Context: an optimization exercise on an open-source flow, tuned for small area and a short achievable clock period. The choices shown serve that exercise and are no tape-out recipe. At most, simulation tests tie the RTL to the original design; equivalence was not proved. The RTL of runs 5 to 7 was laid out without a check of its function. No driver is modelled on the clock port, so clock power and skew are understated where the tree is cut down; a real chip needs a root buffer or a tree. Power figures rest on the tool's default switching activity, not on a simulated workload.

--- constraint.sdc ---
create_clock -name core_clock -period 3.5 [get_ports {clock}]
set_input_delay 0.7000 -clock core_clock [delete_from_list [all_inputs] [get_ports {clock}]]
set_output_delay 0.7000 -clock core_clock [all_outputs]
set_load 0.01 [all_outputs]
--- config.mk ---
export PLATFORM = sky130hd
export DESIGN_NAME = fifo_32
export DESIGN_NICKNAME = fifo_32
export VERILOG_FILES = /design/flow/design.v
export SDC_FILE = /design/flow/constraint.sdc
export NUM_CORES = 4
export LEC_CHECK = 0
export CAP_MARGIN = 20
export CORE_MARGIN = 2
export CORE_UTILIZATION = 60
export SETUP_SLACK_MARGIN = 2.1
export SLEW_MARGIN = 20
export SYNTH_HIERARCHICAL = 1
--- flow/cts_pre.tcl ---
# Wrap clock_tree_synthesis: after the tree is built, remove the buffers between
# the root buffer and the leaf buffers, so the root drives every leaf buffer
# directly (two buffers from the clock port to each register, all balanced).
proc my_flatten_clock_tree {} {
  set block [ord::get_db_block]
  set port_net [[$block findBTerm clock] getNet]
  set roots {}
  foreach it [$port_net getITerms] { lappend roots [$it getInst] }
  foreach root $roots {
    set rnet [[$root findITerm X] getNet]
    set changed 1
    while {$changed} {
      set changed 0
      foreach it [$rnet getITerms] {
        if {[$it isOutputSignal]} { continue }
        set b [$it getInst]
        set m [[$b getMaster] getName]
        if {![string match "*clkbuf*" $m]} { continue }
        set bout [$b findITerm X]
        set bnet [$bout getNet]
        # only a buffer whose loads are all clock buffers is removed
        set allbuf 1
        foreach l [$bnet getITerms] {
          if {[$l isOutputSignal]} { continue }
          if {![string match "*clkbuf*" [[[$l getInst] getMaster] getName]]} { set allbuf 0 }
        }
        if {!$allbuf} { continue }
        set loads {}
        foreach l [$bnet getITerms] { if {![$l isOutputSignal]} { lappend loads $l } }
        foreach l $loads { $l disconnect; $l connect $rnet }
        $bout disconnect
        $it disconnect
        puts "flatten_clock_tree: removed [$b getName] ([llength $loads] loads moved to [$rnet getName])"
        odb::dbInst_destroy $b
        odb::dbNet_destroy $bnet
        set changed 1
        break
      }
    }
  }
}
proc my_split_clock_root {} {
  set block [ord::get_db_block]
  set port_net [[$block findBTerm clock] getNet]
  set its [$port_net getITerms]
  if {[llength $its] != 1} { return }
  set root [[lindex $its 0] getInst]
  set rnet [[$root findITerm X] getNet]
  set loads {}
  foreach l [$rnet getITerms] { if {![$l isOutputSignal]} { lappend loads $l } }
  if {[llength $loads] < 6} { return }
  set sx 0; set sy 0
  foreach l $loads {
    set loc [[$l getInst] getLocation]
    set sx [expr {$sx + [lindex $loc 0]}]; set sy [expr {$sy + [lindex $loc 1]}]
  }
  set cx [expr {$sx / [llength $loads]}]; set cy [expr {$sy / [llength $loads]}]
  array set grp {}
  foreach l $loads {
    set loc [[$l getInst] getLocation]
    set q [expr {([lindex $loc 0] >= $cx ? 1 : 0) + ([lindex $loc 1] >= $cy ? 2 : 0)}]
    lappend grp($q) $l
  }
  set master [$root getMaster]
  set n 0
  foreach q [lsort [array names grp]] {
    set members $grp($q)
    set gx 0; set gy 0
    foreach l $members {
      set loc [[$l getInst] getLocation]
      set gx [expr {$gx + [lindex $loc 0]}]; set gy [expr {$gy + [lindex $loc 1]}]
    }
    set gx [expr {$gx / [llength $members]}]; set gy [expr {$gy / [llength $members]}]
    if {$n == 0} {
      $root setLocation $gx $gy
      set keep $members
    } else {
      set b [odb::dbInst_create $block $master "clkbuf_root_${n}_clock"]
      set net [odb::dbNet_create $block "clknet_root_${n}_clock"]
      $net setSigType CLOCK
      $b setLocation $gx $gy
      $b setPlacementStatus PLACED
      [$b findITerm A] connect $port_net
      [$b findITerm X] connect $net
      foreach l $members { $l disconnect; $l connect $net }
      puts "split_clock_root: [$b getName] drives [llength $members] leaf buffers"
    }
    incr n
  }
}
rename clock_tree_synthesis my_orig_clock_tree_synthesis
proc clock_tree_synthesis {args} {
  my_orig_clock_tree_synthesis {*}$args
  my_flatten_clock_tree
  my_split_clock_root
}
--- flow/fp_pre.tcl ---
# Before floorplanning, set every combinational cell of the synthesised
# netlist to its smallest drive strength (_1). Synthesis sizes cells for an
# assumed load; the resizer later upsizes the cells that timing needs.
# Registers and clock cells are left as synthesis made them.
set my_db [ord::get_db]
set my_n 0
foreach inst [[ord::get_db_block] getInsts] {
  set name [[$inst getMaster] getName]
  if {![regexp {^(sky130_fd_sc_hd__[a-z0-9]+)_([0-9]+)$} $name -> base size]} { continue }
  if {$size <= 1} { continue }
  if {[regexp {df|dl|clk|conb|tap|fill|decap} $base]} { continue }
  set small [$my_db findMaster ${base}_1]
  if {$small == "NULL" || $small == ""} { continue }
  $inst swapMaster $small
  incr my_n
}
puts "fp_pre: set $my_n cells to drive strength 1"
--- standard.sh ---
#!/bin/bash
# synth_recipe.tcl (not shown) runs the flow's synth.tcl, then flattens the netlist and writes it again
# the make line also repeats each setting of config.mk as NAME=value (left out here)
make -C /OpenROAD-flow-scripts/flow DESIGN_CONFIG=/design/flow/config.mk WORK_HOME=/design/flow/orfs CLKGATE_MAP_FILE= SYNTH_SCRIPT=/design/flow/synth_recipe.tcl "${@:-finish}"
--- flow/run.sh ---
#!/bin/bash
# Standard layout (the standard.sh) with these changes:
#  - flow/fp_pre.tcl sets the synthesised combinational cells to drive
#    strength 1 before floorplanning (the resizer upsizes what timing needs);
#  - port buffers are buf_2 (the default choice is a slow delay cell);
#  - the clock tree is built without dummy loads, from larger sink clusters;
#  - flow/cts_pre.tcl then removes the middle level of the clock tree, so the
#    root buffer drives the leaf buffers directly (every register still sees
#    two buffers from the clock port, balanced), and splits the root into one
#    root buffer per quadrant, each driven by the clock port.
set -uo pipefail
HERE=$(pwd)
bash standard.sh "BUFFER_PORTS_ARGS=-buffer_cell sky130_fd_sc_hd__buf_2" \
  "PRE_FLOORPLAN_TCL=$HERE/flow/fp_pre.tcl" \
  "PRE_CTS_TCL=$HERE/flow/cts_pre.tcl" \
  "CTS_ARGS=-sink_clustering_enable -repair_clock_nets -dont_use_dummy_load -sink_clustering_size 30 -sink_clustering_max_diameter 100 -buf_list sky130_fd_sc_hd__clkbuf_16" \
  finish > make_finish.log 2>&1
--- design.v ---
module fifo_32_pre(
	input [4:0] cnt,
	output [4:0] cntInc,
	output [4:0] cntDec,
	output eq2,
	output eq30
	);
	assign cntInc = cnt + 5'd1;
	assign cntDec = cnt - 5'd1;
	assign eq2 = (cnt == 5'd2);
	assign eq30 = (cnt == 5'd30);
endmodule
module fifo_32_nand4(
	input a,
	input b,
	input c,
	input d,
	output y
	);
	assign y = ~(a & b & c & d);
endmodule
module fifo_32_nor2(
	input a,
	input b,
	output y
	);
	assign y = ~(a | b);
endmodule
module fifo_32_ao22(
	input a,
	input b,
	input c,
	input d,
	output y
	);
	assign y = (a & b) | (c & d);
endmodule
module fifo_32_aoi21(
	input a,
	input b,
	input c,
	output y
	);
	assign y = ~((a & b) | c);
endmodule
module fifo_32_aoi22(
	input a,
	input b,
	input c,
	input d,
	output y
	);
	assign y = ~((a & b) | (c & d));
endmodule
module fifo_32_nand3(
	input a,
	input b,
	input c,
	output y
	);
	assign y = ~(a & b & c);
endmodule
module fifo_32_ao221(
	input a,
	input b,
	input c,
	input d,
	input e,
	output y
	);
	assign y = (a & b) | (c & d) | e;
endmodule
module fifo_32_and3b(
	input a,
	input b,
	input c,
	output y
	);
	assign y = a & b & ~c;
endmodule
module fifo_32_and3(
	input a,
	input b,
	input c,
	output y
	);
	assign y = a & b & c;
endmodule
module fifo_32(
	clock,
	reset,
	write,
	datain,
	read,
	dataout,
	full,
	empty
	);
	input clock;
	input reset;
	input write, read;
	input [7:0] datain;
	output [7:0] dataout;
	output full, empty;
	reg [255:0] buffer;
	reg [3:0] wLo;
	reg [7:0] wHi;
	reg [31:0] rSel;
	reg [4:0] cnt;
	reg fullR, emptyR, nFull, nEmpty, aeR, afR;
	reg [7:0] dataoutReg;
	assign dataout = dataoutReg;
	assign full = fullR;
	assign empty = emptyR;
	wire writeEn = write & nFull;
	wire readEn = read & nEmpty;
	wire [4:0] cntInc, cntDec;
	wire eq2, eq30;
	fifo_32_pre u_pre(
		.cnt(cnt), .cntInc(cntInc), .cntDec(cntDec),
		.eq2(eq2), .eq30(eq30));
	wire wAdv = writeEn & ~reset;
	wire wHold = ~writeEn & ~reset;
	wire wWrap = writeEn & wLo[3];
	wire wHiAdv = wWrap & ~reset;
	wire wHiHold = ~wWrap & ~reset;
	wire [3:0] wLoNext;
	wire [7:0] wHiNext;
	wire [7:0] wHiF = wHi & {8{nFull}};
	genvar g, b;
	generate
		for (g = 0; g < 4; g = g + 1) begin : gwlo
			wire ring;
			fifo_32_ao22 u_s(
				.a(wAdv), .b(wLo[(g + 3) % 4]),
				.c(wHold), .d(wLo[g]), .y(ring));
			if (g == 0) begin : g0
				assign wLoNext[g] = ring | reset;
			end else begin : gn
				assign wLoNext[g] = ring;
			end
		end
		for (g = 0; g < 8; g = g + 1) begin : gwhi
			wire ring;
			fifo_32_ao22 u_s(
				.a(wHiAdv), .b(wHi[(g + 7) % 8]),
				.c(wHiHold), .d(wHi[g]), .y(ring));
			if (g == 0) begin : g0
				assign wHiNext[g] = ring | reset;
			end else begin : gn
				assign wHiNext[g] = ring;
			end
		end
	endgenerate
	always @(posedge clock) begin
		wLo <= wLoNext;
		wHi <= wHiNext;
	end
	wire [31:0] rowWe, rowWeN;
	wire [255:0] bufferNext;
	generate
		for (g = 0; g < 32; g = g + 1) begin : gwe
			fifo_32_and3 u_we(.a(write), .b(wLo[g % 4]), .c(wHiF[g / 4]), .y(rowWe[g]));
			fifo_32_nand3 u_wen(.a(write), .b(wLo[g % 4]), .c(wHiF[g / 4]), .y(rowWeN[g]));
			for (b = 0; b < 8; b = b + 1) begin : gbit
				fifo_32_ao22 u_d(
					.a(rowWe[g]), .b(datain[b]),
					.c(rowWeN[g]), .d(buffer[8*g + b]),
					.y(bufferNext[8*g + b]));
			end
		end
	endgenerate
	always @(posedge clock) begin
		buffer <= bufferNext;
	end
	wire [8*16-1:0] pairN;
	wire [8*4-1:0] oct;
	wire [8*2-1:0] halfN;
	wire readOkN = ~(read & nEmpty & ~reset);
	wire [7:0] dataoutNext;
	generate
		for (b = 0; b < 8; b = b + 1) begin : gbitr
			for (g = 0; g < 16; g = g + 1) begin : gpair
				fifo_32_aoi22 u_p(
					.a(buffer[16*g + b]), .b(rSel[2*g]),
					.c(buffer[16*g + 8 + b]), .d(rSel[2*g+1]),
					.y(pairN[8*g + b]));
			end
			for (g = 0; g < 4; g = g + 1) begin : goct
				fifo_32_nand4 u_o(
					.a(pairN[32*g + b]), .b(pairN[32*g + 8 + b]),
					.c(pairN[32*g + 16 + b]), .d(pairN[32*g + 24 + b]),
					.y(oct[8*g + b]));
			end
			for (g = 0; g < 2; g = g + 1) begin : ghalf
				fifo_32_nor2 u_h(
					.a(oct[16*g + b]), .b(oct[16*g + 8 + b]),
					.y(halfN[8*g + b]));
			end
			fifo_32_aoi21 u_d(.a(halfN[b]), .b(halfN[8 + b]), .c(readOkN), .y(dataoutNext[b]));
		end
	endgenerate
	wire rAdv, rHold;
	fifo_32_and3b u_radv(.a(read), .b(nEmpty), .c(reset), .y(rAdv));
	fifo_32_aoi21 u_rhold(.a(read), .b(nEmpty), .c(reset), .y(rHold));
	wire [31:0] rSelNext;
	generate
		for (g = 0; g < 32; g = g + 1) begin : gsel
			if (g == 0) begin : g0
				fifo_32_ao221 u_s(
					.a(rAdv), .b(rSel[31]), .c(rHold), .d(rSel[0]), .e(reset),
					.y(rSelNext[0]));
			end else begin : gn
				fifo_32_ao22 u_s(
					.a(rAdv), .b(rSel[g - 1]), .c(rHold), .d(rSel[g]),
					.y(rSelNext[g]));
			end
		end
	endgenerate
	always @(posedge clock) begin
		rSel <= rSelNext;
		dataoutReg <= dataoutNext;
	end
	wire onlyW = writeEn & ~readEn;
	wire onlyR = readEn & ~writeEn;
	wire emptyNext = ~writeEn & (~nEmpty | (read & aeR));
	wire fullNext = ~readEn & (~nFull | (write & afR));
	always @(posedge clock) begin
		if (reset) begin
			cnt <= 5'd0;
			fullR <= 1'b0;
			nFull <= 1'b1;
			emptyR <= 1'b1;
			nEmpty <= 1'b0;
			aeR <= 1'b0;
			afR <= 1'b0;
		end
		else begin
			if (onlyW) cnt <= cntInc;
			else if (onlyR) cnt <= cntDec;
			emptyR <= emptyNext;
			nEmpty <= ~emptyNext;
			fullR <= fullNext;
			nFull <= ~fullNext;
			if (onlyW) begin
				aeR <= ~nEmpty;
				afR <= eq30;
			end
			else if (onlyR) begin
				aeR <= eq2;
				afR <= ~nFull;
			end
		end
	end
endmodule
==> impl_results.md, run 1 <==
- Run status: no timing/DRC/antenna violations
- Antenna violations before repair: 0
- Mapped Nets: 957
- Ant diodes: 0
- Worst path cell trace: buf_6
- GR Overflow Total: 0
- Global Route Usage Sum: 0.320
- Pleak: 4.69 nW
- Pin count of the biggest net entering global routing: 33
- Via count: 9,150
- Clock sink total: 319
- Area of placed instances: 11,500 um2
- CP endpoint kind: output pin
- First-pass GRT wire length: 49,100 um
- Nets@finish: 1,009
- Final std cells w/o fill: 1,221
- Max stage delay on crit path: 0.34 ns
- Setup TNS Final: 0 ns
- I/O pin cnt: 22
- Minimum clock period: 1.47 ns
- Placed cells: 1,191
- Maximum Capacitance Violations: 0
- Drt first pass iters: 5
- CP bufs+invs: 1
- WL per Instance: 26.6 um
- DRC: 0
- Post-DP HPWL: 20,000 um
- DRT iter0 DRCs: 1,253
- Warnings from Yosys: 7
- Crit path kind: reg2out
- Max Fanout on Critical Path: 1
- Hold Crit Class: reg2reg
- Final period util: 0.420
- Final Max Tran Viols: 0
- Input/output buffers: 21
- Pwr per Cell Area: 478 nW/um2
- CP top delay family: flip-flops
- Layout cells sized above 1: 0.169
- CP max stage cell: dfxtp_2
- Vias in the first global route: 8,535
- DRT Wirelength: 32,400 um
- Vias per cell: 7.49
- Slew at the pin closest to its max-slew limit: 0.576 ns
- DIE WIDTH: 140 um
- Final Hold Viols: 0
- Critical Path RT: 2.80 ns
- Die H: 140 um
- Layout fillers: 1,351
- Final Instance Area: 12,600 um2
- Crit path DAT: 0.77 ns
- Post-Synthesis Cells: 942
- Unrepaired setup endpoints after global routing: true
- Starting density of the core: 0.615
- GPL Wtd Cong: 0.878
- Clk_skew: 0.0417 ns
- Cts hold-fix bufs: 0
- Placement Rows: 49
- Setup violations, final: 0
- Antenna-violating nets left: 0
- Peak supply drop: 0.507 mV
- Clock Latency Late Sink: 0.33 ns
- Utilization after layout: 0.697
- Nature of the critical path startpoint: flop
- Die area: 19,600 um2
- Core region area: 18,000 um2
- Fmax: 680 MHz
- Slew headroom: 0.616
- CTS clk-pin slew, worst paths: 0.11 ns
==> worst paths after layout <==
check,start,to,slack (ns),cells after the start
min,buffer[106]$_DFF_P_,buffer[106]$_DFF_P_,0.48,1
min reg2reg,buffer[106]$_DFF_P_,buffer[106]$_DFF_P_,0.48,1
max reg2reg,nFull$_SDFF_PP1_,wHi[0]$_DFF_P_,2.11,6
max,dataoutReg[3]$_DFF_P_,dataout[3],2.03,1
==> metrics by stage <==
step / worst slack (ns) / hold slack (ns) / power (mW)
2_1_floorplan: 2.04 / 0.433 / 4.04
3_3_place_gp: 1.19 / 0.453 / 4.20
3_5_place_dp: 1.12 / 0.453 / 4.21
4_1_cts: 2.03 / 0.484 / 5.96
5_1_grt: 2.01 / 0.494 / 6.16
6_report: 2.03 / 0.482 / 6.00
==> timing repair <==
item	in CTS	in global routing
pin swaps	0	4
resized for setup	79	67
buffers inserted	3	9
setup endpoints to repair	321	237
cloned	2	1
==> metal layers <==
layer / vias up / global-route usage / wire length (um) / part of all wire
met1: 4574 / 0.462 / 13900 / 0.43
met2: 516 / 0.472 / 14200 / 0.44
met3: 73 / 0.0766 / 3480 / 0.11
met5: - / 0 / 0 / 0
li1: 3987 / - / - / -
met4: 0 / 0.116 / 847 / 0.026
==> worst register-to-register path, stage by stage, from the launching register on <==
cell and delay, ns:
dfxtp_4 0.42, buf_12 0.14, nand2_8 0.07, nor2_4 0.05, and2_4 0.19, a22o_1 0.20, or2_1 0.21
==> final cells by class, clock buffers not listed <==
cell class	count	area, um2	area share
multi-input cells	615	5050	0.402
well taps	229	287	0.0228
flip-flops and latches	319	6420	0.511
inverters	5	18.8	0.00149
repair buffers	38	409	0.0326
plain buffers	3	75.1	0.00597
==> flip-flops by register name (all words and copies together) (netlist names), 4 cells and up <==
signal / flops
buffer: 256
cnt: 5
dataoutReg: 8
rSel: 32
wHi: 8
wLo: 4
==> where the power goes <==
group / switching [mW] / internal, mW
Sequential: 0.0992 / 3.74
Clock: 1.02 / 0.779
Combinational: 0.216 / 0.150
Total: 1.34 / 4.67
==> cell usage in the layout (no fill, tap or decap), drive strengths merged, types with 2 or more instances in the layout <==
master  count
buf        32
and3b       2
a21oi      18
nand4      32
a22o      299
xnor2       3
ha          3
nor2       22
a22oi     133
a221oi      2
clkbuf     20
inv         5
nand3      34
and3       32
dfxtp     319
or2         3
nand2      10
xor2        5
and2       10
==> run 2: changes to the inputs <==
--- a/config.mk
+++ b/config.mk
@@ -8,6 +8,6 @@
 export CAP_MARGIN = 20
 export CORE_MARGIN = 2
 export CORE_UTILIZATION = 60
-export SETUP_SLACK_MARGIN = 2.1
+export SETUP_SLACK_MARGIN = 2.06
 export SLEW_MARGIN = 20
 export SYNTH_HIERARCHICAL = 1
==> run 2 against run 1 <==
Compared with the run above: combinational power fell by 3%; worst hold slack got worse by 0.0059 ns; global-route usage fell by 0.19 points; clock skew fell by 0.014 ns.
==> impl_results.md, run 2 <==
- Run status: no timing/DRC/antenna violations
- Vias per cell: 7.43 (-0.82%)
- Slew headroom: 0.387 (-0.228)
- RR Startpoint: rSel[0]$_DFF_P_
- Setup TNS Final: 0 ns (unchanged)
- Unrepaired setup endpoints after global routing: true
- Nature of the critical path startpoint: flop
- Worst Setup Slack, final: 2.03 ns (-0.000770 ns)
- WL per Instance: 26.5 um (-0.19%)
- Worst path cell trace: buf_6
- Post-DP HPWL: 20,000 um (-0.18%)
- Largest register FFs: 256 (unchanged)
- Dpl ws: 1.17 ns (+0.0504 ns)
- Commonest non-fill, non-tap cell in the layout: dfxtp_1
- Post-Synthesis Cells: 942 (unchanged)
- Top Registers: buffer x256, rSel x32
- Pin count of the biggest net entering global routing: 35 (+6.1%)
- Minimum clock period: 1.47 ns (+0.000770 ns)
- Mapped Nets: 957 (unchanged)
- CP endpoint kind: output pin
- Slew at the pin closest to its max-slew limit: 0.919 ns (+0.343 ns)
- Utilization after layout: 0.687 (-0.0106)
- Peak supply drop: 0.617 mV (+22%)
- Layout cells sized above 1: 0.147 (-0.0227)
- DIE WIDTH: 140 um (unchanged)
- Crit path DAT: 0.77 ns (about the same)
- CTS clk-pin slew, worst paths: 0.11 ns (about the same)
- Antenna violations before repair: 0 (unchanged)
- Sw frac: 0.225 (+0.00196)
- Max Fanout on Critical Path: 1 (unchanged)
- Clock sink total: 319 (unchanged)
- Via count: 9,001 (-1.6%)
- Biggest register: buffer
- Final Max Tran Viols: 0 (unchanged)
- GR Overflow Total: 0 (unchanged)
- Clk_skew: 0.0280 ns (-0.0137 ns)
- Clock Latency Late Sink: 0.32 ns (about the same)
- CP max stage cell: dfxtp_2
- Starting density of the core: 0.615 (unchanged)
- Hold Crit Class: reg2reg
- Max stage delay on crit path: 0.34 ns (about the same)
- Seq pwr share: 0.639 (about the same)
- Reg2Reg Depth: 4 (-2)
- Cell-internal power: 4.65 mW (-0.30%)
- DRC: 0 (unchanged)
- CP top delay family: flip-flops
- Clock share of power: 0.302 (+0.002)
- Vias in the first global route: 8,346 (-2.2%)
- CP bufs+invs: 1 (unchanged)
- Reg-to-Reg End: dataoutReg[5]$_DFF_P_
- Setup violations, final: 0 (unchanged)
- First-pass GRT wire length: 48,700 um (-0.80%)
- Min Hold Slack: 0.476 ns (-0.00586 ns)
- Hold path endpoint: buffer[164]$_DFF_P_
- Antenna-violating nets left: 0 (unchanged)
- I/O pin cnt: 22 (unchanged)
- Fmax: 680 MHz (about the same)
- Warnings from Yosys: 7 (unchanged)
- Most frequent cells in the layout: dfxtp_1, a22o_1, a22oi_1
- Critical Path RT: 2.80 ns (about the same)
- Switching Power: 1.35 mW (+0.83%)
- DRT Wirelength: 32,100 um (-1.0%)
- Placement Rows: 49 (unchanged)
- Die area: 19,600 um2 (unchanged)
- Nets@finish: 999 (-0.99%)
- Layout fillers: 1,336 (-1.1%)
- Drt first pass iters: 6 (+1)
- Final period util: 0.420 (about the same)
- Gate power share: 0.059 (-0.002)
- GPL Wtd Cong: 0.905 (+3.1%)
- Ant diodes: 0 (unchanged)
- DRT iter0 DRCs: 1,178 (-6.0%)
- Input/output buffers: 21 (unchanged)
- Global Route Usage Sum: 0.318 (-0.00187)
- Crit path kind: reg2out
- Final Hold Viols: 0 (unchanged)
- Hold_sp: buffer[164]$_DFF_P_
- Pleak: 4.61 nW (-1.8%)
- Maximum Capacitance Violations: 0 (unchanged)
- Pwr per Cell Area: 485 nW/um2 (+1.5%)
- Hold depth: 1 (unchanged)
- Core region area: 18,000 um2 (unchanged)
- Tot Pwr: 6.00 mW (about the same)
- Die H: 140 um (unchanged)
- R2R Setup Slk: 2.04 ns (-0.07 ns)
## run 2: cell types whose count changed in the layout (fill, tap and decap cells not counted), sizes merged
cell	previous run	this run
a21oi	18	19
clkbuf	20	24
bufbuf	1	0
buf	32	18
## run 2: final cells by class, clock buffers not listed
cell class	count	area, um2	share of cell area
plain buffers	3	75.1	0.00607
inverters	5	18.8	0.00152
multi-input cells	616	5030	0.406
flip-flops and latches	319	6420	0.519
well taps	229	287	0.0232
repair buffers	27	245	0.0198
## run 2: worst max-delay path by stage
| stage | depth (start not counted) | start | endpoint | slack [ns] |
|---|---|---|---|---|
| 2_1_floorplan | 5 | write | wHi[0]$_DFF_P_ | 2.04 |
| 3_3_place_gp | 4 | write | buffer[133]$_DFF_P_ | 1.23 |
| 5_1_grt | 1 | dataoutReg[3]$_DFF_P_ | dataout[3] | 2.00 |
| 6_report | 1 | emptyR$_SDFF_PP1_ | empty | 2.03 |
| 4_1_cts | 1 | emptyR$_SDFF_PP1_ | empty | 2.03 |
| 3_5_place_dp | 4 | write | buffer[154]$_DFF_P_ | 1.17 |
## run 2: power groups by stage
stage	combinational [mW]	clock [mW]	sequential, mW
floorplan	0.163	0	3.87
global placement	0.297	0	3.90
detailed placement	0.310	0	3.90
CTS	0.324	1.82	3.83
global route	0.373	1.95	3.85
finish	0.356	1.81	3.84
## run 2: routing by layer
layer | track usage | wire length (um)
met5 | 0 | 0
met3 | 0.0632 | 3040
met4 | 0.120 | 1070
met1 | 0.468 | 14100
met2 | 0.466 | 13900
## run 2: worst reg2reg max path: cells and delay by family (launching register included)
kind	cells	cell delay [ns]
AOI/OAI and AO/OA	2	0.41
DFF	1	0.43
and+or+nand+nor	2	0.46
## run 2: per-stage QoR
step / instance area, um2 / instances
floorplan: 11100 / 942
global placement: 11500 / 1190
detailed placement: 11500 / 1190
CTS: 12100 / 1207
global route: 12400 / 1211
finish: 12400 / 1211
## run 2: timing repair
item                       CTS  global route
pin swaps                    1             6
gates resized for setup     56            68
setup buffers                0             3
setup endpoints to repair  319           255
cloned                       2             1
hold buffers                 0             0
==> run 3: changes to the inputs <==
--- a/flow/run.sh
+++ b/flow/run.sh
@@ -13,5 +13,5 @@
 bash standard.sh "BUFFER_PORTS_ARGS=-buffer_cell sky130_fd_sc_hd__buf_2" \
   "PRE_FLOORPLAN_TCL=$HERE/flow/fp_pre.tcl" \
   "PRE_CTS_TCL=$HERE/flow/cts_pre.tcl" \
-  "CTS_ARGS=-sink_clustering_enable -repair_clock_nets -dont_use_dummy_load -sink_clustering_size 30 -sink_clustering_max_diameter 100 -buf_list sky130_fd_sc_hd__clkbuf_16" \
+  "CTS_ARGS=-sink_clustering_enable -repair_clock_nets -dont_use_dummy_load -sink_clustering_size 25 -sink_clustering_max_diameter 100 -buf_list sky130_fd_sc_hd__clkbuf_16" \
   finish > make_finish.log 2>&1
==> run 3 against run 2 <==
Compared with the run above: die area unchanged; worst setup slack improved by 0.018 ns; total power increased by 1.9%; routed wire length increased by 0.46%; clock skew increased by 0.0021 ns; clock power increased by 6%; worst hold slack improved by 0.0013 ns; synthesized cell count unchanged; largest cell class unchanged; final cell count increased by 0.33%; sequential power about the same; highest routed layer unchanged; sequential cell count unchanged; critical path depth increased by 3.
==> impl_results.md, run 3 <==
- Unrepaired setup endpoints after global routing: true
- CP max stage cell: dfxtp_2
- Pin count of the biggest net entering global routing: 33 (-5.7%)
- Hold path endpoint: cnt[0]$_SDFFE_PP0P_
- Clk_skew: 0.0301 ns (+0.00211 ns)
- Most frequent cells in the layout: dfxtp_1, a22o_1, a22oi_1
- Final Max Tran Viols: 0 (unchanged)
- Worst path cell trace: a22oi_1, nand4_1, nor2_1, a21oi_1
- Post-DP HPWL: 20,000 um (unchanged)
- Hold depth: 2 (+1)
- Biggest register: buffer
- Warnings from Yosys: 7 (unchanged)
- DRT Wirelength: 32,300 um (+0.46%)
- Slew at the pin closest to its max-slew limit: 0.903 ns (-0.0155 ns)
- Final std cells w/o fill: 1,215 (+0.33%)
- GR Overflow Total: 0 (unchanged)
- Minimum clock period: 1.45 ns (-0.0177 ns)
- Multi-input gate area: 5040 um2 (+0.22%)
- Via count: 9,053 (+0.58%)
- Pleak: 4.66 nW (+1.1%)
- CP endpoint kind: flop
- Input/output buffers: 21 (unchanged)
- First-pass GRT wire length: 49,300 um (+1.2%)
- Vias in the first global route: 8,440 (+1.1%)
- Layout cells sized above 1: 0.143 (-0.00364)
- Largest register FFs: 256 (unchanged)
- Die H: 140 um (unchanged)
- Hold Crit Class: reg2reg
- Antenna-violating nets left: 0 (unchanged)
- Hold_sp: cnt[0]$_SDFFE_PP0P_
- Placement Rows: 49 (unchanged)
- Critical Path RT: 3.68 ns (+0.88 ns)
- CTS clk-pin slew, worst paths: 0.09 ns (-0.02 ns)
- Utilization after layout: 0.692 (+0.00507)
- Max stage delay on crit path: 0.43 ns (+0.09 ns)
- Mapped Nets: 957 (unchanged)
- Setup TNS Final: 0 ns (unchanged)
- R2R Setup Slk: 2.05 ns (about the same)
- Setup violations, final: 0 (unchanged)
- Nets@finish: 1,003 (+0.40%)
- Post-Synthesis Cells: 942 (unchanged)
- Vias per cell: 7.45 (+0.25%)
- Nature of the critical path startpoint: flop
- Die area: 19,600 um2 (unchanged)
- Top Registers: buffer x256, rSel x32
- Starting density of the core: 0.615 (unchanged)
- WL per Instance: 26.5 um (+0.13%)
- Placed cells: 1,190 (unchanged)
- Global Route Usage Sum: 0.323 (+0.00455)
- Final Hold Viols: 0 (unchanged)
- Reg-to-Reg End: dataoutReg[2]$_DFF_P_
- Tot Pwr: 6.11 mW (+1.9%)
- RR Startpoint: rSel[16]$_DFF_P_
- Reg2Reg Depth: 4 (unchanged)
- Ant diodes: 0 (unchanged)
- Run status: no timing/DRC/antenna violations
- CP Launch Point: rSel[16]$_DFF_P_
- DIE WIDTH: 140 um (unchanged)
- DRT iter0 DRCs: 1,112 (-5.6%)
- Crit path kind: reg2reg
- Pwr per Cell Area: 490 nW/um2 (+1.1%)
- Register area: 6410 um2 (-0.16%)
- Min Hold Slack: 0.478 ns (+0.00135 ns)
- I/O pin cnt: 22 (unchanged)
- Slew headroom: 0.398 (+0.0103)
- Crit path DAT: 1.63 ns (+0.86 ns)
- Maximum Capacitance Violations: 0 (unchanged)
- Peak supply drop: 0.667 mV (+8.0%)
- Max Fanout on Critical Path: 10 (+9)
- GPL Wtd Cong: 0.905 (unchanged)
- Fmax: 688 MHz (+1.2%)
- Core region area: 18,000 um2 (unchanged)
- Final period util: 0.415 (-0.00506)
- Antenna violations before repair: 0 (unchanged)
- Drt first pass iters: 6 (unchanged)
- Clock Latency Late Sink: 0.32 ns (about the same)
- DRC: 0 (unchanged)
- Cts hold-fix bufs: 0 (unchanged)
- Clock sink total: 319 (unchanged)
- Layout fillers: 1,325 (-0.82%)
- Commonest non-fill, non-tap cell in the layout: dfxtp_1
==> run 3: stage by stage <==
| stage | cell area [um2] | setup WS [ns] |
|---|---|---|
| after CTS | 12200 | 2.01 |
| after global routing | 12500 | 2.01 |
| after detailed placement | 11500 | 1.17 |
| after global placement | 11500 | 1.23 |
| final | 12500 | 2.05 |
| after floorplan | 11100 | 2.04 |
==> run 3: how the worst max path moves through the flow <==
stage,endpoint,slack (ns)
floorplan,wHi[0]$_DFF_P_,2.04
CTS,aeR$_SDFFE_PP0P_,2.01
global route,dataout[3],2.01
global placement,buffer[133]$_DFF_P_,1.23
detailed placement,buffer[154]$_DFF_P_,1.17
finish,dataoutReg[2]$_DFF_P_,2.05
==> run 3: power by group <==
part           internal (mW)  switching, mW  leakage (nW)
clock network          0.877           1.04         0.209
logic                  0.142          0.223          1.86
registers               3.74         0.0991          2.59
total                   4.75           1.36          4.66
==> run 3: repair_timing <==
action	CTS	global route
pin swaps	1	3
setup buffers	0	4
gates cloned	3	1
setup endpoints to repair	318	193
gates resized for setup	58	59
==> run 3: layer usage <==
| metal | part of all wire | routed length (um) | global-route usage |
|---|---|---|---|
| met5 | 0 | 0 | 0 |
| met2 | 0.44 | 14200 | 0.480 |
| met1 | 0.44 | 14100 | 0.473 |
| met4 | 0.030 | 952 | 0.106 |
| met3 | 0.095 | 3060 | 0.0663 |
==> run 3: area by class of cell, clock buffers not listed <==
class / count / share of cell area
Tap cell: 229 / 0.0230
Timing Repair Buffer: 29 / 0.0229
Multi-Input combinational cell: 616 / 0.404
Sequential cell: 319 / 0.514
Inverter: 5 / 0.00151
Buffer: 3 / 0.00602
==> run 3: critical path: cells and delay by family, from the launching register on <==
kind	cells	cell delay, ns
and+or+nand+nor	2	0.47
DFF	1	0.43
AOI/OAI and AO/OA	2	0.42
==> run 4: changes to the inputs <==
--- a/config.mk
+++ b/config.mk
@@ -8,6 +8,6 @@
 export CAP_MARGIN = 20
 export CORE_MARGIN = 2
 export CORE_UTILIZATION = 60
-export SETUP_SLACK_MARGIN = 2.06
+export SETUP_SLACK_MARGIN = 2.1
 export SLEW_MARGIN = 20
 export SYNTH_HIERARCHICAL = 1
==> run 4 against run 3 <==
Compared with the run above: still clean; sequential power barely moved; final cell count increased by 0.49%; via count up 0.99%; sequential share of layout area decreased by 0.26 points; combinational power down 1%; clock skew is 0.0063 ns lower; sequential cell count unchanged; first-iteration DRC count rose by 11%; die area stayed put; worst setup slack got worse by 0.0017 ns; synthesized cell count unchanged; critical endpoint is now dataout[1]; highest routed layer unchanged.
==> impl_results.md, run 4 <==
- Nature of the critical path startpoint: flop
- DRT Wirelength: 32,700 um (+1.4%)
- Dpl ws: 1.12 ns (-0.0504 ns)
- Warnings from Yosys: 7 (unchanged)
- Drt first pass iters: 6 (unchanged)
- Minimum clock period: 1.45 ns (+0.00166 ns)
- Global Route Usage Sum: 0.327 (+0.00371)
- DRC: 0 (unchanged)
- GR Overflow Total: 0 (unchanged)
- GPL Wtd Cong: 0.878 (-3.0%)
- CTS clk-pin slew, worst paths: 0.10 ns (about the same)
- Vias per cell: 7.49 (+0.50%)
- Layout cells sized above 1: 0.158 (+0.0154)
- First-pass GRT wire length: 49,900 um (+1.1%)
- Input/output buffers: 21 (unchanged)
- Peak supply drop: 0.627 mV (-6.0%)
- Min Hold Slack: 0.478 ns (+0.000603 ns)
- Worst path cell trace: buf_6
- DIE WIDTH: 140 um (unchanged)
- Placed cells: 1,191 (+0.084%)
- Crit path DAT: 0.75 ns (-0.88 ns)
- Vias in the first global route: 8,515 (+0.89%)
- Busiest metal layer after global routing: met2
- Setup violations, final: 0 (unchanged)
- Most frequent cells in the layout: dfxtp_1, a22o_1, a22oi_1
- DRT iter0 DRCs: 1,229 (+11%)
- Nets@finish: 1,008 (+0.50%)
- WL per Instance: 26.8 um (+0.87%)
- Antenna-violating nets left: 0 (unchanged)
- CP top delay family: flip-flops
- Post-DP HPWL: 20,000 um (+0.18%)
- Fmax: 688 MHz (-0.11%)
- Unrepaired setup endpoints after global routing: true
- CP max stage cell: dfxtp_2
- Post-Synthesis Cells: 942 (unchanged)
- Run status: no timing/DRC/antenna violations
- RR Startpoint: rSel[6]$_DFF_P_
- Final period util: 0.416 (+0.000474)
- Antenna violations before repair: 0 (unchanged)
- Placement Rows: 49 (unchanged)
- Global Route met3 Usage: 0.0862 (+0.0198)
- CP endpoint kind: output pin
- Reg2Reg Depth: 4 (unchanged)
- Slew at the pin closest to its max-slew limit: 0.580 ns (-0.323 ns)
- Mapped Nets: 957 (unchanged)
- Final Max Tran Viols: 0 (unchanged)
- Maximum Capacitance Violations: 0 (unchanged)
- Starting density of the core: 0.615 (unchanged)
- Setup TNS Final: 0 ns (unchanged)
- Worst Setup Slack, final: 2.05 ns (-0.00166 ns)
- Reg-to-Reg End: dataoutReg[2]$_DFF_P_
- Tot Pwr: 6.12 mW (about the same)
- GRT met1 Usage: 0.474 (+0.000897)
- CP Launch Point: dataoutReg[1]$_DFF_P_
- Max stage delay on crit path: 0.33 ns (-0.10 ns)
- Layout fillers: 1,353 (+2.1%)
- Pleak: 4.68 nW (+0.42%)
- Slew headroom: 0.613 (+0.215)
- Via count: 9,143 (+0.99%)
- Die area: 19,600 um2 (unchanged)
- I/O pin cnt: 22 (unchanged)
- WP depth: 1 (-3)
- Critical Path RT: 2.80 ns (-0.88 ns)
- Final Hold Viols: 0 (unchanged)
- Max Fanout on Critical Path: 1 (-9)
- Pwr per Cell Area: 487 nW/um2 (-0.59%)
- Largest register FFs: 256 (unchanged)
- Die H: 140 um (unchanged)
- Crit path kind: reg2out
- Hold Crit Class: reg2reg
- Clock sink total: 319 (unchanged)
- Pin count of the biggest net entering global routing: 33 (unchanged)
- Biggest register: buffer
- Met2 Track Usage GR: 0.484 (+0.00334)
- R2R Setup Slk: 2.07 ns (+0.02 ns)
- Critical path endpoint: dataout[1]
- Core region area: 18,000 um2 (unchanged)
- Clock Latency Late Sink: 0.32 ns (about the same)
- Final std cells w/o fill: 1,221 (+0.49%)
- Clk_skew: 0.0238 ns (-0.00628 ns)
- CP bufs+invs: 1 (+1)
- Top Registers: buffer x256, rSel x32
- Commonest non-fill, non-tap cell in the layout: dfxtp_1
==> run 4: final cells by class, clock buffers not listed <==
cell class / count / area, um2 / share of cell area
diodes: 1 / 2.50 / 0.000199
plain buffers: 3 / 75.1 / 0.00598
inverters: 5 / 18.8 / 0.00150
multi-input cells: 616 / 5050 / 0.403
flip-flops and latches: 319 / 6420 / 0.512
well taps: 229 / 287 / 0.0228
repair buffers: 34 / 340 / 0.0271
==> run 4: stage by stage <==
step	util	instance area, um2
6_report	0.696	12500
5_1_grt	0.696	12500
4_1_cts	0.681	12300
3_5_place_dp	0.640	11500
3_3_place_gp	0.640	11500
2_1_floorplan	-	11100
==> run 4: how the worst min path moves through the flow <==
stage                              startpoint             endpoint  slack [ns]  depth (start not counted)
after global routing       buffer[66]$_DFF_P_   buffer[66]$_DFF_P_        0.49                          1
after CTS                  buffer[89]$_DFF_P_   buffer[89]$_DFF_P_        0.48                          1
after detailed placement   buffer[95]$_DFF_P_   buffer[95]$_DFF_P_        0.45                          1
after global placement     buffer[90]$_DFF_P_   buffer[90]$_DFF_P_        0.45                          1
after floorplan           cnt[2]$_SDFFE_PP0P_  cnt[2]$_SDFFE_PP0P_        0.43                          2
final                      buffer[30]$_DFF_P_   buffer[30]$_DFF_P_        0.48                          1
==> run 4: timing repair <==
action                                  4_1_cts  5_1_grt
endpoints found under the setup margin      322      234
hold buffers                                  0        0
cloned                                        3        0
gates resized for setup                      77       62
pin swaps                                     0        1
setup buffers                                 1        8
==> run 4: power breakdown <==
part | switching, mW | internal (mW)
logic | 0.218 | 0.143
clock network | 1.04 | 0.877
registers | 0.0997 | 3.73
==> run 4: metal layers <==
metal | vias to the layer above | share of wire
met5 | - | 0
met4 | 0 | 0.024
met3 | 77 | 0.11
met2 | 516 | 0.44
met1 | 4556 | 0.43
li1 | 3994 | -
==> run 5: changes to the inputs <==
--- a/design.v
+++ b/design.v
@@ -10,6 +10,61 @@
 	assign eq2 = (cnt == 5'd2);
 	assign eq30 = (cnt == 5'd30);
 endmodule
+module fifo_32_ao22(
+	input a,
+	input b,
+	input c,
+	input d,
+	output y
+	);
+	assign y = (a & b) | (c & d);
+endmodule
+module fifo_32_ao221(
+	input a,
+	input b,
+	input c,
+	input d,
+	input e,
+	output y
+	);
+	assign y = (a & b) | (c & d) | e;
+endmodule
+module fifo_32_ao222(
+	input a,
+	input b,
+	input c,
+	input d,
+	input e,
+	input f,
+	output y
+	);
+	assign y = (a & b) | (c & d) | (e & f);
+endmodule
+module fifo_32_aoi21(
+	input a,
+	input b,
+	input c,
+	output y
+	);
+	assign y = ~((a & b) | c);
+endmodule
+module fifo_32_aoi22(
+	input a,
+	input b,
+	input c,
+	input d,
+	output y
+	);
+	assign y = ~((a & b) | (c & d));
+endmodule
+module fifo_32_and3b(
+	input a,
+	input b,
+	input c,
+	output y
+	);
+	assign y = a & b & ~c;
+endmodule
 module fifo_32_nand4(
 	input a,
 	input b,
@@ -19,72 +74,28 @@
 	);
 	assign y = ~(a & b & c & d);
 endmodule
+module fifo_32_nand3(
+	input a,
+	input b,
+	input c,
+	output y
+	);
+	assign y = ~(a & b & c);
+endmodule
+module fifo_32_and3(
+	input a,
+	input b,
+	input c,
+	output y
+	);
+	assign y = a & b & c;
+endmodule
 module fifo_32_nor2(
 	input a,
 	input b,
 	output y
 	);
 	assign y = ~(a | b);
-endmodule
-module fifo_32_ao22(
-	input a,
-	input b,
-	input c,
-	input d,
-	output y
-	);
-	assign y = (a & b) | (c & d);
-endmodule
-module fifo_32_aoi21(
-	input a,
-	input b,
-	input c,
-	output y
-	);
-	assign y = ~((a & b) | c);
-endmodule
-module fifo_32_aoi22(
-	input a,
-	input b,
-	input c,
-	input d,
-	output y
-	);
-	assign y = ~((a & b) | (c & d));
-endmodule
-module fifo_32_nand3(
-	input a,
-	input b,
-	input c,
-	output y
-	);
-	assign y = ~(a & b & c);
-endmodule
-module fifo_32_ao221(
-	input a,
-	input b,
-	input c,
-	input d,
-	input e,
-	output y
-	);
-	assign y = (a & b) | (c & d) | e;
-endmodule
-module fifo_32_and3b(
-	input a,
-	input b,
-	input c,
-	output y
-	);
-	assign y = a & b & ~c;
-endmodule
-module fifo_32_and3(
-	input a,
-	input b,
-	input c,
-	output y
-	);
-	assign y = a & b & c;
 endmodule
 module fifo_32(
 	clock,
@@ -119,36 +130,36 @@
 	fifo_32_pre u_pre(
 		.cnt(cnt), .cntInc(cntInc), .cntDec(cntDec),
 		.eq2(eq2), .eq30(eq30));
-	wire wAdv = writeEn & ~reset;
-	wire wHold = ~writeEn & ~reset;
-	wire wWrap = writeEn & wLo[3];
-	wire wHiAdv = wWrap & ~reset;
-	wire wHiHold = ~wWrap & ~reset;
+	genvar g, b;
+	wire wLo3F = wLo[3] & nFull;
+	wire wAdv, wHold, wHiAdv, wHiHold;
+	fifo_32_and3b u_wadv(.a(write), .b(nFull), .c(reset), .y(wAdv));
+	fifo_32_aoi21 u_whold(.a(write), .b(nFull), .c(reset), .y(wHold));
+	fifo_32_and3b u_whadv(.a(write), .b(wLo3F), .c(reset), .y(wHiAdv));
+	fifo_32_aoi21 u_whhold(.a(write), .b(wLo3F), .c(reset), .y(wHiHold));
 	wire [3:0] wLoNext;
 	wire [7:0] wHiNext;
-	wire [7:0] wHiF = wHi & {8{nFull}};
-	genvar g, b;
 	generate
 		for (g = 0; g < 4; g = g + 1) begin : gwlo
-			wire ring;
-			fifo_32_ao22 u_s(
-				.a(wAdv), .b(wLo[(g + 3) % 4]),
-				.c(wHold), .d(wLo[g]), .y(ring));
 			if (g == 0) begin : g0
-				assign wLoNext[g] = ring | reset;
+				fifo_32_ao221 u_s(
+					.a(wAdv), .b(wLo[3]), .c(wHold), .d(wLo[0]), .e(reset),
+					.y(wLoNext[0]));
 			end else begin : gn
-				assign wLoNext[g] = ring;
+				fifo_32_ao22 u_s(
+					.a(wAdv), .b(wLo[g - 1]), .c(wHold), .d(wLo[g]),
+					.y(wLoNext[g]));
 			end
 		end
 		for (g = 0; g < 8; g = g + 1) begin : gwhi
-			wire ring;
-			fifo_32_ao22 u_s(
-				.a(wHiAdv), .b(wHi[(g + 7) % 8]),
-				.c(wHiHold), .d(wHi[g]), .y(ring));
 			if (g == 0) begin : g0
-				assign wHiNext[g] = ring | reset;
+				fifo_32_ao221 u_s(
+					.a(wHiAdv), .b(wHi[7]), .c(wHiHold), .d(wHi[0]), .e(reset),
+					.y(wHiNext[0]));
 			end else begin : gn
-				assign wHiNext[g] = ring;
+				fifo_32_ao22 u_s(
+					.a(wHiAdv), .b(wHi[g - 1]), .c(wHiHold), .d(wHi[g]),
+					.y(wHiNext[g]));
 			end
 		end
 	endgenerate
@@ -156,6 +167,7 @@
 		wLo <= wLoNext;
 		wHi <= wHiNext;
 	end
+	wire [7:0] wHiF = wHi & {8{nFull}};
 	wire [31:0] rowWe, rowWeN;
 	wire [255:0] bufferNext;
 	generate
@@ -223,33 +235,29 @@
 	end
 	wire onlyW = writeEn & ~readEn;
 	wire onlyR = readEn & ~writeEn;
-	wire emptyNext = ~writeEn & (~nEmpty | (read & aeR));
-	wire fullNext = ~readEn & (~nFull | (write & afR));
-	always @(posedge clock) begin
-		if (reset) begin
-			cnt <= 5'd0;
-			fullR <= 1'b0;
-			nFull <= 1'b1;
-			emptyR <= 1'b1;
-			nEmpty <= 1'b0;
-			aeR <= 1'b0;
-			afR <= 1'b0;
-		end
-		else begin
-			if (onlyW) cnt <= cntInc;
-			else if (onlyR) cnt <= cntDec;
-			emptyR <= emptyNext;
-			nEmpty <= ~emptyNext;
-			fullR <= fullNext;
-			nFull <= ~fullNext;
-			if (onlyW) begin
-				aeR <= ~nEmpty;
-				afR <= eq30;
-			end
-			else if (onlyR) begin
-				aeR <= eq2;
-				afR <= ~nFull;
-			end
-		end
-	end
-endmodule
+	wire sW = onlyW & ~reset;
+	wire sR = onlyR & ~reset;
+	wire sK = ~onlyW & ~onlyR & ~reset;
+	wire [4:0] cntNext;
+	wire aeNext, afNext;
+	generate
+		for (g = 0; g < 5; g = g + 1) begin : gcnt
+			fifo_32_ao222 u_c(
+				.a(sW), .b(cntInc[g]), .c(sR), .d(cntDec[g]), .e(sK), .f(cnt[g]),
+				.y(cntNext[g]));
+		end
+	endgenerate
+	fifo_32_ao222 u_ae(.a(sW), .b(~nEmpty), .c(sR), .d(eq2), .e(sK), .f(aeR), .y(aeNext));
+	fifo_32_ao222 u_af(.a(sW), .b(eq30), .c(sR), .d(~nFull), .e(sK), .f(afR), .y(afNext));
+	wire emptyNext = reset | (~writeEn & (~nEmpty | (read & aeR)));
+	wire fullNext = ~reset & ~readEn & (~nFull | (write & afR));
+	always @(posedge clock) begin
+		cnt <= cntNext;
+		aeR <= aeNext;
+		afR <= afNext;
+		emptyR <= emptyNext;
+		nEmpty <= ~emptyNext;
+		fullR <= fullNext;
+		nFull <= ~fullNext;
+	end
+endmodule
--- a/flow/run.sh
+++ b/flow/run.sh
@@ -13,5 +13,5 @@
 bash standard.sh "BUFFER_PORTS_ARGS=-buffer_cell sky130_fd_sc_hd__buf_2" \
   "PRE_FLOORPLAN_TCL=$HERE/flow/fp_pre.tcl" \
   "PRE_CTS_TCL=$HERE/flow/cts_pre.tcl" \
-  "CTS_ARGS=-sink_clustering_enable -repair_clock_nets -dont_use_dummy_load -sink_clustering_size 25 -sink_clustering_max_diameter 100 -buf_list sky130_fd_sc_hd__clkbuf_16" \
+  "CTS_ARGS=-sink_clustering_enable -repair_clock_nets -dont_use_dummy_load -sink_clustering_size 30 -sink_clustering_max_diameter 100 -buf_list sky130_fd_sc_hd__clkbuf_16" \
   finish > make_finish.log 2>&1
==> run 5 against run 4 <==
Compared with the run above: clock skew up 0.010 ns; largest cell class unchanged; critical endpoint is now buffer[219]$_DFF_P_; combinational power up 6.1%; core utilization up 1.3 points; synthesized cell count down 0.74%; register-to-register slack worse by 0.03 ns; via count up 0.48%; fmax down 2.8%; routed wire length up 3.1%; clock power down 5%; largest power group unchanged; sequential share of layout area down 1.0 points; worst setup slack worse by 0.042 ns; first-iteration DRC count down 8.4%.
==> impl_results.md, run 5 <==
- DRT iter0 DRCs: 1,126 (-8.4%)
- Clock Latency Late Sink: 0.32 ns (about the same)
- Hold Crit Class: reg2reg
- Post-Synthesis Cells: 935 (-0.74%)
- Most frequent cells in the layout: a22o_1, dfxtp_1, a22oi_1
- Via count: 9,187 (+0.48%)
- CTS clk-pin slew, worst paths: 0.10 ns (about the same)
- First-pass GRT wire length: 50,500 um (+1.2%)
- Crit path DAT: 1.69 ns (+0.94 ns)
- Ant diodes: 0 (-1)
- Run status: no timing/DRC/antenna violations
- GPL Wtd Cong: 0.939 (+7.0%)
- Cts hold-fix bufs: 0 (unchanged)
- Clk_skew: 0.0339 ns (+0.0100 ns)
- Maximum Capacitance Violations: 0 (unchanged)
- Die area: 19,600 um2 (+0.16%)
- Hold depth: 1 (unchanged)
- Core region area: 18,100 um2 (+0.34%)
- Post-DP HPWL: 20,000 um (+0.15%)
- Starting density of the core: 0.614 (-0.00112)
- Final Instance Area: 12,800 um2 (+2.2%)
- Placement Rows: 49 (unchanged)
- Mapped Nets: 952 (-0.52%)
- Setup violations, final: 0 (unchanged)
- DIE WIDTH: 140 um (about the same)
- Unrepaired setup endpoints after global routing: true
- Final period util: 0.427 (+0.0119)
- R2R Setup Slk: 2.04 ns (-0.03 ns)
- Warnings from Yosys: 7 (unchanged)
- Nature of the critical path startpoint: input port
- Final Max Tran Viols: 0 (unchanged)
- Die H: 140 um (about the same)
- Antenna violations before repair: 0 (unchanged)
- Pleak: 4.76 nW (+1.7%)
- Min Hold Slack: 0.484 ns (+0.00580 ns)
- Top Registers: buffer x256, rSel x32
- Slew at the pin closest to its max-slew limit: 0.735 ns (+0.155 ns)
- Critical Path RT: 3.70 ns (+0.90 ns)
- Largest register FFs: 256 (unchanged)
- Minimum clock period: 1.50 ns (+0.0418 ns)
- WL per Instance: 27.7 um (+3.4%)
- I/O pin cnt: 22 (unchanged)
- Antenna-violating nets left: 0 (unchanged)
- Crit path kind: in2reg
- Drt first pass iters: 20 (+14)
- Fmax: 668 MHz (-2.8%)
- Max Fanout on Critical Path: 19 (+18)
- Vias in the first global route: 8,664 (+1.7%)
- Area of placed instances: 11,600 um2 (+0.21%)
- Final Hold Viols: 0 (unchanged)
- Vias per cell: 7.55 (+0.81%)
- Layout cells sized above 1: 0.190 (+0.0319)
- Pwr per Cell Area: 471 nW/um2 (-3.3%)
- CP endpoint kind: flop
- Setup TNS Final: 0 ns (unchanged)
- Biggest register: buffer
- Input/output buffers: 21 (unchanged)
- Peak supply drop: 0.387 mV (-38%)
- Clock sink total: 319 (unchanged)
- Global Route Usage Sum: 0.331 (+0.00474)
- DRC: 0 (unchanged)
- GR Overflow Total: 0 (unchanged)
- Pin count of the biggest net entering global routing: 39 (+18%)
- Commonest non-fill, non-tap cell in the layout: a22o_1
- Reg2Reg Depth: 6 (+2)
- DRT Wirelength: 33,700 um (+3.1%)
- Nets@finish: 1,007 (-0.099%)
- Slew headroom: 0.510 (-0.103)
## run 5: timing repair
action | in CTS | in global routing
resized for setup | 73 | 127
setup buffers | 4 | 6
pin swaps | 6 | 12
endpoints found under the setup margin | 318 | 265
cloned | 3 | 4
## run 5: path summary, 6_finish.rpt
| kind | start | endpoint |
|---|---|---|
| max | write | buffer[219]$_DFF_P_ |
| min | buffer[95]$_DFF_P_ | buffer[95]$_DFF_P_ |
| max reg2reg | cnt[0]$_DFF_P_ | cnt[4]$_DFF_P_ |
| min reg2reg | buffer[95]$_DFF_P_ | buffer[95]$_DFF_P_ |
## run 5: per-layer routing
metal | share of wire | track usage | up-vias
li1 | - | - | 4001
met1 | 0.42 | 0.476 | 4481
met2 | 0.43 | 0.486 | 598
met3 | 0.11 | 0.0807 | 107
met4 | 0.039 | 0.127 | 0
met5 | 0 | 0 | -
## run 5: worst max-delay path, cell delays in order
cell and delay [ns]:
buf_12 0.12, buf_4 0.18, buf_16 0.17, and3_2 0.27
a22o_1 0.25
## run 5: stage by stage
stage | total power, mW | setup slack (ns) | utilization | std cells
2_1_floorplan | 4.04 | 1.89 | - | 935
3_3_place_gp | 4.21 | 1.37 | 0.639 | 1185
3_5_place_dp | 4.22 | 1.27 | 0.639 | 1185
4_1_cts | 5.99 | 2.01 | 0.676 | 1207
5_1_grt | 6.22 | 1.91 | 0.709 | 1217
6_report | 6.04 | 2.00 | 0.709 | 1217
## run 5: final cells by class, clock buffers not listed
type / instances / area [um2]
Buffer: 3 / 75.1
Fill cell: 1274 / 5260
Inverter: 14 / 52.6
Multi-Input combinational cell: 602 / 5250
Sequential cell: 319 / 6430
Tap cell: 229 / 287
Timing Repair Buffer: 38 / 429
## run 5: power by group
part	switching, mW	internal [mW]
Clock	1.04	0.780
Combinational	0.230	0.153
Sequential	0.102	3.74
Total	1.37	4.67
==> run 6: changes to the inputs <==
--- a/config.mk
+++ b/config.mk
@@ -8,6 +8,6 @@
 export CAP_MARGIN = 20
 export CORE_MARGIN = 2
 export CORE_UTILIZATION = 60
-export SETUP_SLACK_MARGIN = 2.1
+export SETUP_SLACK_MARGIN = 2.15
 export SLEW_MARGIN = 20
 export SYNTH_HIERARCHICAL = 1
==> run 6 against run 5 <==
Compared with the run above: final area grew 0.11%; sequential power barely moved; fmax is 1.5% lower; core utilization increased by 0.076 points; worst hold slack about the same; combinational power rose by 2%; sequential cell count is the same; global-route usage is 0.24 points lower; worst setup slack lost 0.023 ns; critical endpoint is now wHi[0]$_DFF_P_; highest routed layer unchanged.
==> impl_results.md, run 6 <==
- Die H: 140 um (unchanged)
- Final period util: 0.434 (+0.00653)
- Slew at the pin closest to its max-slew limit: 0.689 ns (-0.0464 ns)
- Antenna-violating nets left: 0 (unchanged)
- Register area: 6440 um2 (+0.12%)
- WL per Instance: 27.6 um (-0.46%)
- Nature of the critical path startpoint: input port
- Drt first pass iters: 22 (+10%)
- Pin count of the biggest net entering global routing: 33 (-15%)
- Fmax: 658 MHz (-1.5%)
- Clock share of power: 0.301 (about the same)
- Cts hold-fix bufs: 0 (unchanged)
- Utilization after layout: 0.710 (+0.000761)
- Final Hold Viols: 0 (unchanged)
- Setup TNS Final: 0 ns (unchanged)
- Layout cells sized above 1: 0.184 (-0.00645)
- Post-DP HPWL: 19,900 um (-0.51%)
- CP endpoint kind: flop
- Seq pwr share: 0.635 (about the same)
- Minimum clock period: 1.52 ns (+0.0229 ns)
- Layout fillers: 1,247 (-2.1%)
- Run status: no timing/DRC/antenna violations
- GPL Wtd Cong: 0.949 (+1.0%)
- Peak supply drop: 0.340 mV (-12%)
- Clk_skew: 0.0381 ns (+0.00422 ns)
- DRT iter0 DRCs: 1,285 (+14%)
- DIE WIDTH: 140 um (unchanged)
- Antenna violations before repair: 0 (unchanged)
- Max Fanout on Critical Path: 13 (-6)
- Multi-input gate area: 5240 um2 (-0.21%)
- Min Hold Slack: 0.484 ns (-0.000263 ns)
- Top Registers: buffer x256, rSel x32
- Nets@finish: 1,009 (+0.20%)
- Placed cells: 1,184 (-0.084%)
- Largest register FFs: 256 (unchanged)
- Busiest metal layer after global routing: met2
- Post-Synthesis Cells: 935 (unchanged)
- Starting density of the core: 0.614 (unchanged)
- Pwr per Cell Area: 471 nW/um2 (about the same)
- Commonest non-fill, non-tap cell in the layout: a22o_1
- Final Max Tran Viols: 0 (unchanged)
- Global Route met3 Usage: 0.0482 (-0.0325)
- Cell-internal power: 4.68 mW (+0.16%)
- Hold Crit Class: reg2reg
- Global Route Usage Sum: 0.329 (-0.00241)
- DRT Wirelength: 33,600 um (-0.29%)
- Ant diodes: 0 (unchanged)
- Via count: 9,140 (-0.51%)
- Critical Path RT: 3.71 ns (about the same)
- Unrepaired setup endpoints after global routing: true
- GR Overflow Total: 0 (unchanged)
- Slew headroom: 0.540 (+0.0299)
- Warnings from Yosys: 7 (unchanged)
- Clock sink total: 319 (unchanged)
- GRT met1 Usage: 0.487 (+0.0111)
- CTS clk-pin slew, worst paths: 0.11 ns (about the same)
- I/O pin cnt: 22 (unchanged)
- Gate power share: 0.065 (+0.002)
- Pleak: 4.77 nW (+0.32%)
- Switching Power: 1.37 mW (+0.17%)
- DRC: 0 (unchanged)
- Input/output buffers: 21 (unchanged)
- Clock Latency Late Sink: 0.33 ns (about the same)
- Maximum Capacitance Violations: 0 (unchanged)
- Setup violations, final: 0 (unchanged)
- Vias in the first global route: 8,653 (-0.13%)
- Most frequent cells in the layout: a22o_1, dfxtp_1, a22oi_1
- Crit path kind: in2reg
- Crit path DAT: 1.73 ns (+0.04 ns)
- Final std cells w/o fill: 1,219 (+0.16%)
- Tot Pwr: 6.05 mW (+0.17%)
- Die area: 19,600 um2 (unchanged)
- Biggest register: buffer
- First-pass GRT wire length: 50,300 um (-0.27%)
- Met2 Track Usage GR: 0.497 (+0.0111)
- Placement Rows: 49 (unchanged)
- Vias per cell: 7.50 (-0.67%)
- Core region area: 18,100 um2 (unchanged)
- Sw frac: 0.227 (about the same)
- Mapped Nets: 952 (unchanged)
-- run 6: changes by cell type in the layout (fill, tap and decap cells not counted), sizes merged --
cell    previous run  this run
clkbuf            18        17
buf               35        37
bufbuf             0         1
-- run 6: area by class of cell, clock buffers not listed --
cell class | instances | share of cell area
Multi-Input combinational cell | 602 | 0.408
Tap cell | 229 | 0.0223
Inverter | 14 | 0.00409
Sequential cell | 319 | 0.502
Timing Repair Buffer | 40 | 0.0348
Buffer | 3 | 0.00585
-- run 6: worst paths after layout --
| kind | from | end | slack (ns) | depth (start not counted) |
|---|---|---|---|---|
| worst max-delay path | write | wHi[0]$_DFF_P_ | 1.98 | 5 |
| worst min register to register | buffer[25]$_DFF_P_ | buffer[25]$_DFF_P_ | 0.48 | 1 |
| worst max register to register | wLo[2]$_DFF_P_ | buffer[50]$_DFF_P_ | 1.99 | 2 |
| worst min-delay path | buffer[25]$_DFF_P_ | buffer[25]$_DFF_P_ | 0.48 | 1 |
-- run 6: routing by layer --
layer / share of wire / wire, um
met5: 0 / 0
met4: 0.024 / 807
met3: 0.095 / 3180
met2: 0.45 / 15100
met1: 0.43 / 14600
-- run 6: power groups by stage --
stage	logic, mW	registers, mW	clock network (mW)
after floorplan	0.166	3.88	0
after CTS	0.344	3.83	1.82
after global placement	0.296	3.90	0
after detailed placement	0.310	3.91	0
final	0.390	3.84	1.82
after global routing	0.406	3.85	1.95
-- run 6: repair_timing --
action	in CTS	in global routing
cloned	4	3
pin swaps	8	11
gates resized for setup	106	94
endpoints found under the setup margin	318	271
setup buffers	4	9
endpoints found under the hold margin	0	0
-- run 6: critical path, cell delays in order --
cell     delay [ns]
buf_16         0.11
buf_4          0.16
buf_12         0.15
and3b_2        0.27
a221o_1        0.33
-- run 6: per-stage QoR --
stage | setup slack, ns | area, um2
CTS | 1.99 | 12400
detailed placement | 1.30 | 11600
global route | 1.93 | 12800
finish | 1.98 | 12800
global placement | 1.40 | 11600
floorplan | 1.89 | 11200
==> run 7: changes to the inputs <==
--- a/design.v
+++ b/design.v
@@ -74,13 +74,19 @@
 	);
 	assign y = ~(a & b & c & d);
 endmodule
-module fifo_32_nand3(
-	input a,
-	input b,
-	input c,
-	output y
-	);
-	assign y = ~(a & b & c);
+module fifo_32_nand2(
+	input a,
+	input b,
+	output y
+	);
+	assign y = ~(a & b);
+endmodule
+module fifo_32_and2(
+	input a,
+	input b,
+	output y
+	);
+	assign y = a & b;
 endmodule
 module fifo_32_and3(
 	input a,
@@ -167,13 +173,16 @@
 		wLo <= wLoNext;
 		wHi <= wHiNext;
 	end
-	wire [7:0] wHiF = wHi & {8{nFull}};
+	wire [3:0] wSelLo;
 	wire [31:0] rowWe, rowWeN;
 	wire [255:0] bufferNext;
 	generate
+		for (g = 0; g < 4; g = g + 1) begin : gwsel
+			fifo_32_and3 u_ws(.a(write), .b(nFull), .c(wLo[g]), .y(wSelLo[g]));
+		end
 		for (g = 0; g < 32; g = g + 1) begin : gwe
-			fifo_32_and3 u_we(.a(write), .b(wLo[g % 4]), .c(wHiF[g / 4]), .y(rowWe[g]));
-			fifo_32_nand3 u_wen(.a(write), .b(wLo[g % 4]), .c(wHiF[g / 4]), .y(rowWeN[g]));
+			fifo_32_and2 u_we(.a(wSelLo[g % 4]), .b(wHi[g / 4]), .y(rowWe[g]));
+			fifo_32_nand2 u_wen(.a(wSelLo[g % 4]), .b(wHi[g / 4]), .y(rowWeN[g]));
 			for (b = 0; b < 8; b = b + 1) begin : gbit
 				fifo_32_ao22 u_d(
 					.a(rowWe[g]), .b(datain[b]),
--- a/config.mk
+++ b/config.mk
@@ -8,6 +8,6 @@
 export CAP_MARGIN = 20
 export CORE_MARGIN = 2
 export CORE_UTILIZATION = 60
-export SETUP_SLACK_MARGIN = 2.15
+export SETUP_SLACK_MARGIN = 2.1
 export SLEW_MARGIN = 20
 export SYNTH_HIERARCHICAL = 1
==> run 7 against run 6 <==
Compared with the run above: final cell count decreased by 0.90%; via count decreased by 5.2%; register-to-register slack improved by 0.04 ns; core utilization decreased by 1.4 points; critical path type unchanged; largest cell class unchanged; largest power group unchanged.
==> impl_results.md, run 7 <==
- Run status: no timing/DRC/antenna violations
- DRC: 0 (unchanged)
- Minimum clock period: 1.50 ns (-0.0184 ns)
- Input/output buffers: 21 (unchanged)
- Clock share of power: 0.302 (about the same)
- Fmax: 666 MHz (+1.2%)
- First-pass GRT wire length: 47,500 um (-5.6%)
- Layout cells sized above 1: 0.187 (+0.00309)
- Max Fanout on Critical Path: 12 (-1)
- Antenna violations before repair: 0 (unchanged)
- Reg-to-Reg End: cnt[4]$_DFF_P_
- Hold Crit Class: reg2reg
- Slew at the pin closest to its max-slew limit: 0.922 ns (+0.233 ns)
- Global Route Usage Sum: 0.307 (-0.0219)
- Final Max Tran Viols: 0 (unchanged)
- Reg2Reg Depth: 6 (+4)
- Switching Power: 1.32 mW (-3.6%)
- Hold_sp: buffer[187]$_DFF_P_
- Post-DP HPWL: 19,600 um (-1.5%)
- Clock sink total: 319 (unchanged)
- Maximum Capacitance Violations: 0 (unchanged)
- Commonest non-fill, non-tap cell in the layout: a22o_1
- Worst Setup Slack, final: 2.00 ns (+0.0184 ns)
- Ant diodes: 0 (unchanged)
- Pleak: 4.83 nW (+1.3%)
- Die H: 140 um (-0.30%)
- Top Registers: buffer x256, rSel x32
- I/O pin cnt: 22 (unchanged)
- GPL Wtd Cong: 0.856 (-9.8%)
- Hold path endpoint: buffer[187]$_DFF_P_
- Drt first pass iters: 6 (-73%)
- Peak supply drop: 0.625 mV (+84%)
- Setup TNS Final: 0 ns (unchanged)
- Cell-internal power: 4.66 mW (-0.38%)
- DRT Wirelength: 30,600 um (-8.8%)
- Most frequent cells in the layout: a22o_1, dfxtp_1, a22oi_1
- RR Startpoint: cnt[1]$_DFF_P_
- Antenna-violating nets left: 0 (unchanged)
- DIE WIDTH: 140 um (-0.30%)
- Pin count of the biggest net entering global routing: 33 (unchanged)
- Slew headroom: 0.386 (-0.154)
- Clk_skew: 0.0333 ns (-0.00476 ns)
- Unrepaired setup endpoints after global routing: true
- Final period util: 0.429 (-0.00524)
- Nature of the critical path startpoint: input port
- Placement Rows: 49 (unchanged)
- Setup violations, final: 0 (unchanged)
- Core region area: 18,000 um2 (-0.34%)
- Crit path kind: in2reg
- Pwr per Cell Area: 477 nW/um2 (+1.2%)
- Hold depth: 1 (unchanged)
- Sw frac: 0.221 (-0.00580)
- Crit path DAT: 1.70 ns (-0.03 ns)
- Warnings from Yosys: 7 (unchanged)
- Min Hold Slack: 0.481 ns (-0.00266 ns)
- Critical Path RT: 3.70 ns (about the same)
- Vias in the first global route: 8,166 (-5.6%)
- Seq pwr share: 0.639 (+0.004)
- Vias per cell: 7.17 (-4.3%)
- DRT iter0 DRCs: 957 (-26%)
- Post-Synthesis Cells: 930 (-0.53%)
- Via count: 8,666 (-5.2%)
- WL per Instance: 25.4 um (-8.0%)
- Starting density of the core: 0.612 (-0.00173)
- Clock Latency Late Sink: 0.32 ns (about the same)
- Utilization after layout: 0.696 (-0.0142)
- Dpl ws: 1.57 ns (+0.271 ns)
- Biggest register: buffer
- Nets@finish: 998 (-1.1%)
- Final Hold Viols: 0 (unchanged)
- Die area: 19,500 um2 (-0.61%)
- R2R Setup Slk: 2.03 ns (+0.04 ns)
- CTS clk-pin slew, worst paths: 0.10 ns (about the same)
- Largest register FFs: 256 (unchanged)
- Mapped Nets: 947 (-0.53%)
- GR Overflow Total: 0 (unchanged)
- CP endpoint kind: flop
- Gate power share: 0.059 (-0.006)
-- run 7: worst max-delay path by stage --
stage	from	to	slack [ns]
4_1_cts	dataoutReg[0]$_DFF_P_	dataout[0]	2.02
3_5_place_dp	write	cnt[4]$_DFF_P_	1.57
5_1_grt	write	cnt[0]$_DFF_P_	1.95
2_1_floorplan	write	aeR$_DFF_P_	1.89
3_3_place_gp	write	afR$_DFF_P_	1.61
6_report	write	buffer[198]$_DFF_P_	2.00
-- run 7: per-stage QoR --
stage | instances | power, mW | instance area, um2
2_1_floorplan | 930 | 4.05 | 11300
3_3_place_gp | 1178 | 4.19 | 11700
3_5_place_dp | 1178 | 4.21 | 11700
4_1_cts | 1207 | 5.97 | 12400
5_1_grt | 1208 | 6.15 | 12500
6_report | 1208 | 5.98 | 12500
-- run 7: layout make-up, clock buffers not listed --
class | instances | area (um2)
Inverter | 14 | 52.6
Fill cell | 1301 | 5490
Timing Repair Buffer | 34 | 373
Buffer | 3 | 75.1
Tap cell | 229 | 287
Multi-Input combinational cell | 597 | 5030
Sequential cell | 319 | 6420
-- run 7: layer usage --
metal  GRT usage  share of wire
met5           0              0
met3      0.0409          0.074
met2       0.465           0.45
met4       0.106          0.030
met1       0.455           0.45
-- run 7: what timing repair did --
action	in CTS	in global routing
gates resized for setup	37	47
pin swaps	10	5
hold buffers	0	0
buffers inserted	12	1
gates cloned	2	0
setup endpoints to repair	321	88
-- run 7: power groups by stage --
| stage | clock network [mW] | registers (mW) | logic [mW] |
|---|---|---|---|
| after floorplan | 0 | 3.87 | 0.173 |
| after global placement | 0 | 3.89 | 0.297 |
| after detailed placement | 0 | 3.90 | 0.312 |
| after CTS | 1.82 | 3.82 | 0.337 |
| after global routing | 1.94 | 3.84 | 0.372 |
| final | 1.81 | 3.82 | 0.353 |
-- run 7: worst max-delay path, cell delays in order --
cell	delay, ns
buf_12	0.11
buf_12	0.12
and3_4	0.19
buf_12	0.16
and2_4	0.20
a22o_1	0.21

Setup slack of run 7, layout unchanged: 1.999 ns with ideal ports, 1.929 ns with driving cells assumed (clock clkbuf_16, inputs buf_2), 1.639 ns with port delays also shifted by the 0.402 ns mid clock arrival.
